From an optimization exercise on the open Yosys and OpenROAD flow, aimed at small area, a short achievable clock period and few clock cycles; shortcuts taken in it are not production practice. Where RTL was checked, it was by simulation tests only, not by an equivalence proof against the original. Function not checked in run 2: the RTL went through the layout flow alone. Power and IR drop assume default switching activity.

==> run.sh <==
#!/bin/bash
# synth_recipe.tcl (not shown) runs the flow's synth.tcl, then flattens the netlist and writes it again
# the make line also repeats each setting of config.mk as NAME=value (left out here)
make -C /OpenROAD-flow-scripts/flow DESIGN_CONFIG=/design/flow/config.mk WORK_HOME=/design/flow/orfs CLKGATE_MAP_FILE= SYNTH_SCRIPT=/design/flow/synth_recipe.tcl finish
==> config.mk <==
export PLATFORM = sky130hd
export DESIGN_NAME = ATCONV
export DESIGN_NICKNAME = ATCONV
export VERILOG_FILES = /design/flow/design.v
export SDC_FILE = /design/flow/constraint.sdc
export NUM_CORES = 4
export LEC_CHECK = 0
export ABC_CLOCK_PERIOD_IN_PS = 2500
export CAP_MARGIN = 20
export CORE_MARGIN = 2
export CORE_UTILIZATION = 40
export SETUP_SLACK_MARGIN = 5
export SLEW_MARGIN = 20
==> constraint.sdc <==
create_clock -name core_clock -period 8.0 [get_ports {clk}]
set_input_delay 1.6000 -clock core_clock [delete_from_list [all_inputs] [get_ports {clk}]]
set_output_delay 1.6000 -clock core_clock [all_outputs]
set_load 0.01 [all_outputs]
==> design.v <==
`timescale 1ns/10ps
module  ATCONV(
	input		clk,
	input		reset,
	output	reg	busy,
	input		ready,
	output reg	[11:0]	iaddr,
	input signed [12:0]	idata,
	output	reg 	cwr,
	output reg	[11:0]	caddr_wr,
	output reg 	[12:0] 	cdata_wr,
	output	reg 	crd,
	output  	[11:0] 	caddr_rd,
	input 	[12:0] 	cdata_rd,
	output reg 	csel
	);
reg        fin;
reg [1:0]  ph;         
reg [6:0]  r;          
reg        ex;         
reg [8:0]  D;          
reg [11:0] T;          
reg [12:0] U;          
reg [12:0] Xa;         
reg [11:0] Xb;         
reg        colv;       
reg        colsp;      
reg [11:0] pos;        
reg        pw;         
reg [12:0] RD;         
reg        cr6;        
assign caddr_rd = {caddr_wr[11:7], cr6, caddr_wr[5:0]};
wire [5:0] x  = iaddr[5:0];
wire [5:0] n  = {x[0], x[5:1] ^ {5{x[0]}}};
wire       n0 = (x == 6'd0) & ~ex;
wire [5:0] n1 = n + 6'd1;
wire       wrap = (x == 6'd1);           
wire [5:0] xn = ex ? 6'd0 : wrap ? 6'd0 : {n1[4:0] ^ {5{n1[5]}}, n1[5]};
wire [6:0] r_n = r + {6'd0, ex};
wire [5:0] rtop = (r < 7'd2) ? 6'd0 : r[5:0] - 6'd2;
wire [5:0] rbot = (r > 7'd61) ? 6'd63 : r[5:0] + 6'd2;
wire [5:0]  ro = pos[11:6];
wire [5:0]  o  = pos[5:0];
wire [11:0] pn = pos + 12'd1;
wire [4:0]  cn = pn[4:0] ^ {5{pn[5]}};
wire [4:0]  co = o[4:0] ^ {5{o[5]}};
wire [12:0] so  = Xa + ~{1'b0, T};
wire [12:0] l0  = so[12] ? 13'd0 : so;
wire [11:0] sel = colsp ? T : Xb;
wire        gt  = RD > cdata_wr;
wire [12:0] mx  = gt ? RD : cdata_wr;
wire [12:0] rr  = (RD[3:0] == 4'd0) ? RD : {RD[12:4] + 9'd1, 4'd0};
wire [12:0] rc  = (cdata_wr[3:0] == 4'd0) ? cdata_wr : {cdata_wr[12:4] + 9'd1, 4'd0};
wire [12:0] mr  = gt ? rr : rc;
always @(posedge clk) begin
	D  <= idata[12:4];
	RD <= cdata_rd;
	if (reset) begin
		busy <= 1'b0;
		fin <= 1'b0;
		ph <= 2'd0;
		r <= 7'd0;
		ex <= 1'b0;
		iaddr <= 12'd0;
		colv <= 1'b0;
		pos <= 12'hfff;
		pw <= 1'b0;
		cwr <= 1'b0;
		crd <= 1'b0;
		csel <= 1'b0;
	end else if (!fin) begin
		if (ready) busy <= 1'b1;
		case (ph)
		2'd0: begin
			T <= T + {3'd0, D};
			U <= U + {4'b1111, ~D};
			iaddr[11:6] <= rtop;
			ph <= 2'd1;
			if (pw) cdata_wr <= o[5] ? mr : mx;
			cwr <= pw;
			csel <= 1'b1;
			crd <= 1'b0;
			caddr_wr <= {2'b00, ro[5:1], co};
		end
		2'd1: begin
			T <= {1'b0, D, 2'b11};
			U <= {1'b0, D, 3'b000};
			iaddr[11:6] <= rbot;
			ph <= 2'd2;
			Xa <= {U[11:0], 1'b0} + ~{1'b0, sel};
			Xb <= T;
			colv <= !n0 && !r[6];
			colsp <= n0 || (x == 6'd63);
			if (colv & ro[0] & (o == 6'd31))
				RD <= cdata_wr;
			if (colv) begin
				cdata_wr <= l0;
				pos <= pn;
			end
			caddr_wr <= {pn[11:6], cn, pn[5]};
			cr6 <= 1'b0;
			cwr <= colv;
			csel <= 1'b0;
			crd <= colv & pn[6];
			pw <= colv & pn[6];
			if (r[6] && !ex && x == 6'd2) begin
				busy <= 1'b0;
				fin <= 1'b1;
				cwr <= 1'b0;
				crd <= 1'b0;
			end
		end
		default: begin
			T <= T + {3'd0, D};
			U <= U + {4'b1111, ~D};
			iaddr <= {r_n[5:0], xn};
			ex <= wrap;
			r <= r_n;
			ph <= 2'd0;
			if (pw & o[5]) cdata_wr <= mx;
			cwr <= 1'b0;
			csel <= 1'b1;
			crd <= pw & o[5] & (o != 6'd63);
			caddr_wr <= {2'b00, ro[5:1], cn};
			cr6 <= ro[2];
		end
		endcase
	end
end
endmodule
==> flow_summary_export.csv, run 1 <==
group,metric,value,unit
setup_path,end_kind,"register",
synthesis,synth_area,8710,um2
floorplanning,rows,53,
flow_run,max_cap_violations,0,
timing,slew_headroom,0.284,
floorplanning,die_h,152,um
synthesis,synth_edf_count,76,
pwr,p_leak,4.32,nW
timing,tightest_slew,1.07,ns
place,io_buffers,77,
setup_path,r2r_slack,5.03,ns
cts,hold_buffers,0,
setup_path,crit_arrival,3.13,ns
cells_and_area,diodes,0,
setup_path,reg2reg_to,"Xa[12]$_DFFE_PP_",
cts,numCtsBuffers,17,
floorplanning,die-area,23000,um2
synthesis,ys_seq_area_frac,0.407,
detailed_routing,drc,0,
detailed_routing,ant_nets,0,
timing,setup_tns,0,ns
synthesis,synthFlopType,"edfxtp_1",
setup_path,crit_type,"register to register",
detailed_routing,viasPerCell,5.30,
grt,grt_pass1_vias,6507,
worst_hold_path,whs_path_depth,2,
synthesis,ys_warn_count,1,
pwr,pwr-share-comb,0.293,
detailed_routing,vias,6835,
cells_and_area,fillCellCount,2012,
floorplanning,die_w,152,um
pwr,power.internal,1.67,mW
setup_path,rr_startpoint,"colsp$_DFFE_PP_",
setup_path,critPathRequiredTime,8.16,ns
setup_path,critPathLaunchType,"register",
timing,fin_crit_sh,0.371,
cts,cts_root_buffer,"clkbuf_16",
worst_hold_path,worstHoldStart,"csel$_SDFFE_PP0N_",
synthesis,ys_seq_elements,139,
grt,grt_max_degree,47,
cts,insertion_delay,0.42,ns
cells_and_area,fin_util,0.498,
timing,setup_viol,0,
detailed_routing,drt-pass1-iter-count,5,
cells_and_area,nets,1104,
run_status,outcome,"timing/DRC/antenna clean",
detailed_routing,routed_wl,20300,um
timing,rsz0062_at_grt,"true",
grt,grt_usage,0.181,
pwr,vdd_drop_max,0.135,mV
synthesis,avgSynthCellArea,9.43,um2
floorplanning,ios,82,
timing,period_needed,2.97,ns
cts,max-clock-path-buffers,2,
synthesis,syn_inst,924,
worst_hold_path,hold_end,"csel$_SDFFE_PP0N_",
grt,gr-total-overflow,0,
setup_path,worst-path-max-fanout,3,
pwr,power.share.switching,0.314,
pwr,clkPwrFrac,0.330,
cells_and_area,synthToLayoutAreaGrowth,21.2,%
timing,drv_slew,0,
grt,grt_pass1_wl,32700,um
cts,cts_tree,"done",
synthesis,async_reset_ff_frac,0,
cells_and_area,drive_gt1_frac,0.104,
pwr,p_total,2.43,mW
grt,antenna_found_initial,0,
synthesis,synth_nets,1026,
cells_and_area,reg.largest.list,"RD x13, Xa x13, cdata_wr x13",
timing,fmax,0.337,GHz
cts,cts_sinks,139,
detailed_routing,wl_per_cell,15.7,um
pwr,switching_power,0.762,mW
place,gp_congestion,0.819,
cts,h-tree-depth,4,
place,dp_hpwl,14300,um
floorplanning,start_util,0.410,
pwr,pwr_density_cell,230,nW/um2
cells_and_area,final_cell_mix,"nor2_1 (79), a21oi_1 (78), edfxtp_1 (76)",
worst_hold_path,hp-class,"register to register",
setup_path,reg2reg_depth,9,
cells_and_area,layout_commonest_cell,"nor2_1",
timing,clock_skew,0.00811,ns
pwr,seqPwrFrac,0.377,
synthesis,synthDistinctLibCells,64,
timing,hold_viol_final,0,
cts,path_clk_slew,0.06,ns
floorplanning,coreArea,21200,um2
detailed_routing,first_iter_violations,465,
## power by group through the flow
stage | registers, mW | logic (mW) | clock network (mW)
5_1_grt | 0.926 | 0.794 | 0.851
3_5_place_dp | 0.933 | 0.656 | 0
3_3_place_gp | 0.931 | 0.641 | 0
6_report | 0.917 | 0.711 | 0.803
4_1_cts | 0.917 | 0.665 | 0.819
2_1_floorplan | 0.906 | 0.516 | 0
## worst max-delay path: stages (launching register included)
cell	delay, ns
edfxtp_1	0.51
mux2i_2	0.31
ha_1	0.27
a21o_1	0.16
a21o_1	0.21
a2111oi_4	0.36
nor4b_2	0.09
a2111o_1	0.41
o31ai_2	0.29
xor2_1	0.11
## cells by family (layout without fill, tap and decap cells)
| kind of cell | Yosys count | after routing | share of synthesized area |
|---|---|---|---|
| AO/OA/AOI/OAI | 228 | 228 | 0.165 |
| adder cells (fa/ha/maj) | 73 | 73 | 0.108 |
| flip-flops | 139 | 139 | 0.407 |
| XOR/XNOR | 82 | 82 | 0.0825 |
| multiplexers | 39 | 39 | 0.0471 |
| AND/OR/NAND/NOR | 258 | 259 | 0.140 |
| buffers and inverters | 105 | 195 | 0.0507 |
## area by class of cell
| cell class | count | area, um2 | area share |
|---|---|---|---|
| sequential | 139 | 3550 | 0.336 |
| inverter | 59 | 221 | 0.0210 |
| timing repair buffer | 104 | 1020 | 0.0964 |
| clock buffer | 17 | 425 | 0.0403 |
| tap | 275 | 344 | 0.0326 |
| multi-input combinational | 681 | 4820 | 0.457 |
| clock inverter | 15 | 175 | 0.0166 |
## Yosys cell counts (27+ instances only)
| library cell | count | area share |
|---|---|---|
| a21oi_1 | 80 | 0.046 |
| xor2_1 | 34 | 0.034 |
| clkbuf_1 | 27 | 0.012 |
| nand3_1 | 28 | 0.016 |
| xnor2_1 | 48 | 0.048 |
| ha_1 | 69 | 0.099 |
| nor2_1 | 83 | 0.036 |
| inv_1 | 57 | 0.025 |
| dfxtp_1 | 63 | 0.14 |
| nand2_1 | 64 | 0.028 |
| edfxtp_1 | 76 | 0.26 |
| o21ai_0 | 52 | 0.030 |
## stage by stage
step,cells,hold slack (ns),worst slack [ns],instance area [um2]
2_1_floorplan,924,0.450,4.99,8740
3_3_place_gp,1234,0.464,4.62,9670
3_5_place_dp,1234,0.479,4.61,9670
4_1_cts,1279,0.487,4.97,10400
5_1_grt,1290,0.498,4.96,10600
6_report,1290,0.481,5.03,10600
## metal layers
metal  track usage  vias to the layer above  share of wire
li1              -                     3483              -
met1         0.250                     3152           0.48
met2         0.291                      173           0.45
met3        0.0290                       27          0.047
met4        0.0565                        0          0.019
met5             0                        -              0
## worst max-delay path by stage
stage	slack, ns	start	depth (start not counted)	end
4_1_cts	4.97	colsp$_DFFE_PP_	9	Xa[12]$_DFFE_PP_
3_5_place_dp	4.61	reset	2	U[0]$_SDFFCE_PP0P_
5_1_grt	4.96	ph[1]$_SDFFE_PP0N_	6	r[6]$_SDFFE_PP0P_
2_1_floorplan	4.99	reset	3	T[0]$_SDFFCE_PP1P_
6_report	5.03	colsp$_DFFE_PP_	9	Xa[12]$_DFFE_PP_
3_3_place_gp	4.62	reset	2	U[0]$_SDFFCE_PP0P_
## repair_timing
action | CTS | global route
gates cloned | 0 | 1
resized for setup | 15 | 24
endpoints found under the hold margin | 0 | 0
buffers inserted | 13 | 9
pin swaps | 1 | 12
setup endpoints to repair | 35 | 30
Testbench counts, summed over its fixed seeds: cycles 149,820.
==> run 2, diff against run 1 <==
==> design.v (replaced) <==
`timescale 1ns/10ps
module  ATCONV(
	input		clk,
	input		reset,
	output	reg	busy,
	input		ready,
	output reg	[11:0]	iaddr,
	input signed [12:0]	idata,
	output	reg 	cwr,
	output reg	[11:0]	caddr_wr,
	output reg 	[12:0] 	cdata_wr,
	output	reg 	crd,
	output  	[11:0] 	caddr_rd,
	input 	[12:0] 	cdata_rd,
	output reg 	csel
	);
reg        fin;
reg [2:0]  ph;         
reg [6:0]  r;          
reg        ex;         
reg        dup;        
reg [8:0]  D;          
reg [11:0] T;          
reg [12:0] V;          
reg [12:0] Xa;         
reg        colv;       
reg [11:0] pos;        
reg        ov;         
reg [12:0] RD;         
assign caddr_rd = caddr_wr;
wire ph0 = ph[0];
wire ph1 = ph[1];
wire ph2 = ph[2];
wire [5:0] x  = iaddr[5:0];
wire [5:0] n  = {x[0], x[5:1] ^ {5{x[0]}}};
wire       n0 = (x == 6'd0) & ~ex;
wire [5:0] n1 = n + 6'd1;
wire       wrap = (x == 6'd1) & ~dup;
wire [5:0] xn = (ex | wrap) ? 6'd0 : dup ? x : {n1[4:0] ^ {5{n1[5]}}, n1[5]};
wire       dupn = ex | ((x == 6'd62) & ~dup);
wire       cv = !n0 && !((x == 6'd63) && !dup) && !r[6];
wire [6:0] r_n = r + {6'd0, ex};
wire [5:0] rtop = (r < 7'd2) ? 6'd0 : r[5:0] - 6'd2;
wire [5:0] rbot = (r > 7'd61) ? 6'd63 : r[5:0] + 6'd2;
wire [5:0]  ro = pos[11:6];
wire [5:0]  o  = pos[5:0];
wire [11:0] pn = pos + 12'd1;
wire [4:0]  co = o[4:0] ^ {5{o[5]}};
wire [4:0]  cn = pn[4:0] ^ {5{pn[5]}};
wire        pool  = ro[0] | o[5];
wire        pooln = pn[6] | pn[5];
wire [11:0] T_n = (ph1 ? 12'd3 : T) + (ph1 ? {1'b0, D, 2'b00} : {3'd0, D});
wire [12:0] V_n = (ph1 ? ~{1'b0, T} : V) + (ph1 ? {D, 4'b0000} : {3'b111, ~D, 1'b0});
wire [12:0] so  = Xa + ~{1'b0, T};
wire [12:0] l0  = so[12] ? 13'd0 : so;
wire        gt  = RD > cdata_wr;
wire [12:0] mx  = gt ? RD : cdata_wr;
wire [12:0] rr  = (RD[3:0] == 4'd0) ? RD : {RD[12:4] + 9'd1, 4'd0};
wire [12:0] rc  = (cdata_wr[3:0] == 4'd0) ? cdata_wr : {cdata_wr[12:4] + 9'd1, 4'd0};
wire [12:0] mr  = gt ? rr : rc;
always @(posedge clk) begin
	D  <= idata[12:4];
	RD <= cdata_rd;
	T  <= T_n;
	V  <= V_n;
	if (ph1) Xa <= V;
	cdata_wr <= ph1 ? l0 : (ro[0] & o[5]) ? mr : mx;
	if (reset) begin
		busy <= 1'b0;
		fin <= 1'b0;
		ph <= 3'b001;
		r <= 7'd0;
		ex <= 1'b0;
		dup <= 1'b1;
		iaddr <= 12'd0;
		colv <= 1'b0;
		ov <= 1'b0;
		pos <= 12'hfff;
		cwr <= 1'b0;
		crd <= 1'b0;
		csel <= 1'b0;
	end else begin
		if (ready && !fin) busy <= 1'b1;
		ph <= {ph[1:0], ph[2]};
		case (1'b1)
		ph0: begin
			iaddr[11:6] <= rtop;
			cwr <= 1'b0;
			crd <= colv & pooln & ~fin;
			csel <= pn[6];
			caddr_wr <= pn[6] ? {2'b00, pn[11:7], cn} : {pn[11:6], cn, 1'b0};
			if (r[6] && n0 && !dup) begin
				busy <= 1'b0;
				fin <= 1'b1;
			end
		end
		ph1: begin
			iaddr[11:6] <= rbot;
			ov <= colv;
			if (colv) pos <= pn;
			cwr <= colv & ~fin;
			crd <= 1'b0;
			csel <= 1'b0;
			caddr_wr <= {pn[11:6], cn, pn[5]};
		end
		default: begin
			iaddr <= {r_n[5:0], xn};
			ex <= wrap;
			dup <= dupn;
			r <= r_n;
			colv <= cv;
			cwr <= ov & pool & ~fin;
			csel <= 1'b1;
			caddr_wr <= {2'b00, ro[5:1], co};
		end
		endcase
	end
end
endmodule
==> run 2 against run 1 <==
Utilization down 0.30 points. Setup slack better by 0.017 ns. Sequential cell count fell by 11. Largest power group is now combinational logic. Power up 17%. Design area fell by 12%. Register-to-register slack better by 0.09 ns. Via count shrank 9.5%. Sequential power shrank 0.9%. First-iteration DRC count shrank 12%.
==> flow_summary_export.csv, run 2 <==
group,metric,value,unit
setup_path,critical_path.max_stage_delay,0.55,ns
grt,antenna_found_initial,0,
detailed_routing,drc,0,
floorplanning,rows,50,
cells_and_area,final_cell_mix,"nand2_1 (82), dfxtp_1 (81), nor2_1 (75)",
cts,numCtsBuffers,17,
timing,fin_crit_sh,0.369,
cts,cts_sinks,128,
synthesis,synthFlopType,"dfxtp_1",
setup_path,worstPathCellList,"clkdlybuf4s50_1",
detailed_routing,first_iter_violations,411,
pwr,vdd_drop_max,0.146,mV
timing,rsz0062_at_grt,"false",
synthesis,synth_top_cell_area_share,0.232,
setup_path,reg2reg_to,"V[11]$_DFF_P_",
place,dp_hpwl,12200,um
setup_path,worst-path-max-fanout,3,
cts,h-tree-depth,4,
synthesis,async_reset_ff_frac,0,
pwr,pwr_density_cell,307,nW/um2
cts,cts_root_buffer,"clkbuf_16",
cells_and_area,synthToLayoutAreaGrowth,20.9,%
detailed_routing,routed_wl,17100,um
synthesis,syn_inst,856,
cts,insertion_delay,0.42,ns
synthesis,synth_nets,947,
run_status,outcome,"timing/DRC/antenna clean",
pwr,seqPwrFrac,0.319,
flow_run,max_cap_violations,0,
timing,hold_viol_final,0,
detailed_routing,viasPerCell,5.31,
cells_and_area,drive_gt1_frac,0.0860,
synthesis,synth_area,7680,um2
cells_and_area,layout_commonest_cell,"nand2_1",
setup_path,cp_top_family,"buffers and inverters",
pwr,switching_power,0.969,mW
detailed_routing,drt-pass1-iter-count,4,
timing,tightest_slew,0.759,ns
timing,whs,0.405,ns
grt,grt_usage,0.177,
place,gp_congestion,0.860,
place,io_buffers,77,
timing,slew_headroom,0.492,
detailed_routing,vias,6184,
timing,setup_viol,0,
synthesis,synth_edf_count,39,
timing,drv_slew,0,
grt,grt_max_degree,49,
cts,cts_tree,"done",
synthesis,yosysMostFrequentCell,"dfxtp_1",
cts,hold_buffers,0,
setup_path,rr_startpoint,"ph[1]$_SDFF_PP0_",
pwr,pwr-share-comb,0.397,
grt,gr-total-overflow,0,
cells_and_area,diodes,0,
worst_hold_path,hp-class,"register to register",
synthesis,ys_seq_area_frac,0.385,
setup_path,crit_type,"register to primary output",
pwr,clkPwrFrac,0.284,
floorplanning,die_h,143,um
floorplanning,ios,82,
synthesis,ys_warn_count,1,
timing,clock_skew,0.00857,ns
setup_path,r2r_slack,5.12,ns
setup_path,slowest_stage,"clkdlybuf4s50_1",
pwr,power.share.switching,0.340,
synthesis,ys_seq_elements,128,
grt,grt_pass1_vias,5939,
detailed_routing,wl_per_cell,14.7,um
setup_path,path_buf_inv,1,
setup_path,critPathRequiredTime,6.40,ns
floorplanning,die_w,143,um
setup_path,end_kind,"primary output",
worst_hold_path,worstHoldStart,"ph[2]$_SDFF_PP0_",
synthesis,synthDistinctLibCells,74,
floorplanning,die-area,20300,um2
synthesis,avgSynthCellArea,8.97,um2
cts,max-clock-path-buffers,2,
synthesis,synth_common_cells,"dfxtp_1 (89), nand2_1 (82), nor2_1 (75)",
setup_path,cp.depth,1,
detailed_routing,ant_nets,0,
pwr,power.internal,1.88,mW
pwr,p_leak,3.87,nW
timing,fmax,0.339,GHz
synthesis,synth_area_leader_cell,"dfxtp_1",
floorplanning,coreArea,18800,um2
worst_hold_path,hold_end,"ph[0]$_SDFF_PP1_",
cts,path_clk_slew,0.06,ns
setup_path,critPathLaunchType,"register",
cells_and_area,nets,1008,
timing,period_needed,2.95,ns
worst_hold_path,whs_path_depth,1,
timing,setup_tns,0,ns
synthesis,yosys-top-cells-area,"dfxtp_1 (23%), edfxtp_1 (15%), ha_1 (9.6%)",
setup_path,reg2reg_depth,10,
setup_path,crit_arrival,1.35,ns
grt,grt_pass1_wl,28800,um
floorplanning,start_util,0.409,
[run 2: changes by cell type in the layout (fill, tap and decap cells not counted), sizes merged, moves of 10 or more]
cell | before | now
a21oi | 80 | 57
dfxtp | 63 | 89
nand2 | 65 | 82
buf | 28 | 13
ha | 69 | 59
edfxtp | 76 | 39
mux2i | 23 | 10
[run 2: logic make-up (layout without fill, tap and decap cells)]
| group | after synthesis | in the layout | share of synthesized area |
|---|---|---|---|
| adders and majority gates | 62 | 62 | 0.104 |
| muxes | 19 | 19 | 0.0262 |
| buffers and inverters | 97 | 171 | 0.0562 |
| xor gates and xnor gates | 73 | 73 | 0.0833 |
| and+or+nand+nor | 276 | 276 | 0.169 |
| AOI/OAI and AO/OA | 201 | 201 | 0.177 |
| DFF | 128 | 128 | 0.385 |
[run 2: repair_timing]
| item | in CTS | in global routing |
|---|---|---|
| resized for setup | 19 | 14 |
| setup buffers | 7 | 3 |
| endpoints found under the setup margin | 45 | 30 |
| pin swaps | 0 | 1 |
[run 2: worst max-delay path by stage]
stage | start | end | slack (ns)
after floorplan | ph[1]$_SDFF_PP0_ | V[11]$_DFF_P_ | 5.01
after global placement | reset | iaddr[4]$_SDFFE_PP0P_ | 3.31
after detailed placement | reset | iaddr[4]$_SDFFE_PP0P_ | 3.23
after CTS | iaddr[3]$_SDFFE_PP0P_ | iaddr[3] | 5.01
after global routing | cdata_wr[0]$_DFFE_PP_ | cdata_wr[0] | 5.00
final | cdata_wr[3]$_DFFE_PP_ | cdata_wr[3] | 5.05
[run 2: through the flow]
| step | setup WS [ns] | power [mW] | area [um2] | cells | utilization |
|---|---|---|---|---|---|
| finish | 5.05 | 2.85 | 9280 | 1164 | 0.495 |
| global route | 5.00 | 3.06 | 9280 | 1164 | 0.495 |
| CTS | 5.01 | 2.85 | 9220 | 1161 | 0.491 |
| global placement | 3.31 | 2.00 | 8520 | 1122 | 0.454 |
| floorplan | 5.01 | 1.73 | 7700 | 856 | - |
| detailed placement | 3.23 | 2.02 | 8520 | 1122 | 0.454 |
[run 2: per-layer routing]
layer | GRT usage | up-vias | wire length, um
met3 | 0.0353 | 20 | 618
met4 | 0.0584 | 0 | 226
li1 | - | 3176 | -
met1 | 0.246 | 2864 | 8620
met5 | 0 | - | 0
met2 | 0.276 | 124 | 7660
[run 2: cell type report]
type / instances / area (um2)
inverters: 49 / 201
multi-input cells: 631 / 4320
clock buffers: 24 / 493
fillers: 1750 / 9480
flip-flops and latches: 128 / 2970
clock inverters: 8 / 124
repair buffers: 90 / 883
well taps: 234 / 293
[run 2: power by group through the flow]
stage               Combinational, mW  Sequential (mW)  Clock [mW]
floorplan                       0.810            0.918           0
global placement                 1.07            0.931           0
detailed placement               1.09            0.932           0
CTS                              1.12            0.910       0.825
global route                     1.28            0.925       0.854
finish                           1.13            0.909       0.807

==> what the ideal ports hide <==
No port has a modelled driver above. Below, the same layouts with a new extraction and two added sets of constraints.
Step 1: set_driving_cell puts a clkbuf_16 on clk and a buf_2 on each other input, an assumption about the parent block.
Step 2 adds t to the input delays and takes it off the output delays; t is the mean of the earliest and latest rising clock arrival at the registers after step 1. Input paths then give back, and output paths get back, about the clock's delay inside the block.
Three values: ideal, step 1, step 2; two values: the first two.
| run | t (ns) | setup slack, ns | hold slack, ns | worst setup path at the end | latest minus earliest clock arrival (ns) |
|---|---|---|---|---|---|
| run 1 | 0.460 | 5.034 / 4.990 / 4.826 | 0.481 / 0.481 / 0.481 | input to register | 0.008 / 0.009 |
| run 2 | 0.455 | 5.051 / 5.012 / 4.775 | 0.405 / 0.405 / 0.405 | input to register | 0.010 / 0.010 |
After both steps setup and hold are still met in every run listed. The setup slack of run 2, which loses most, moves by -0.039 ns with the drivers and by -0.276 ns with both steps.
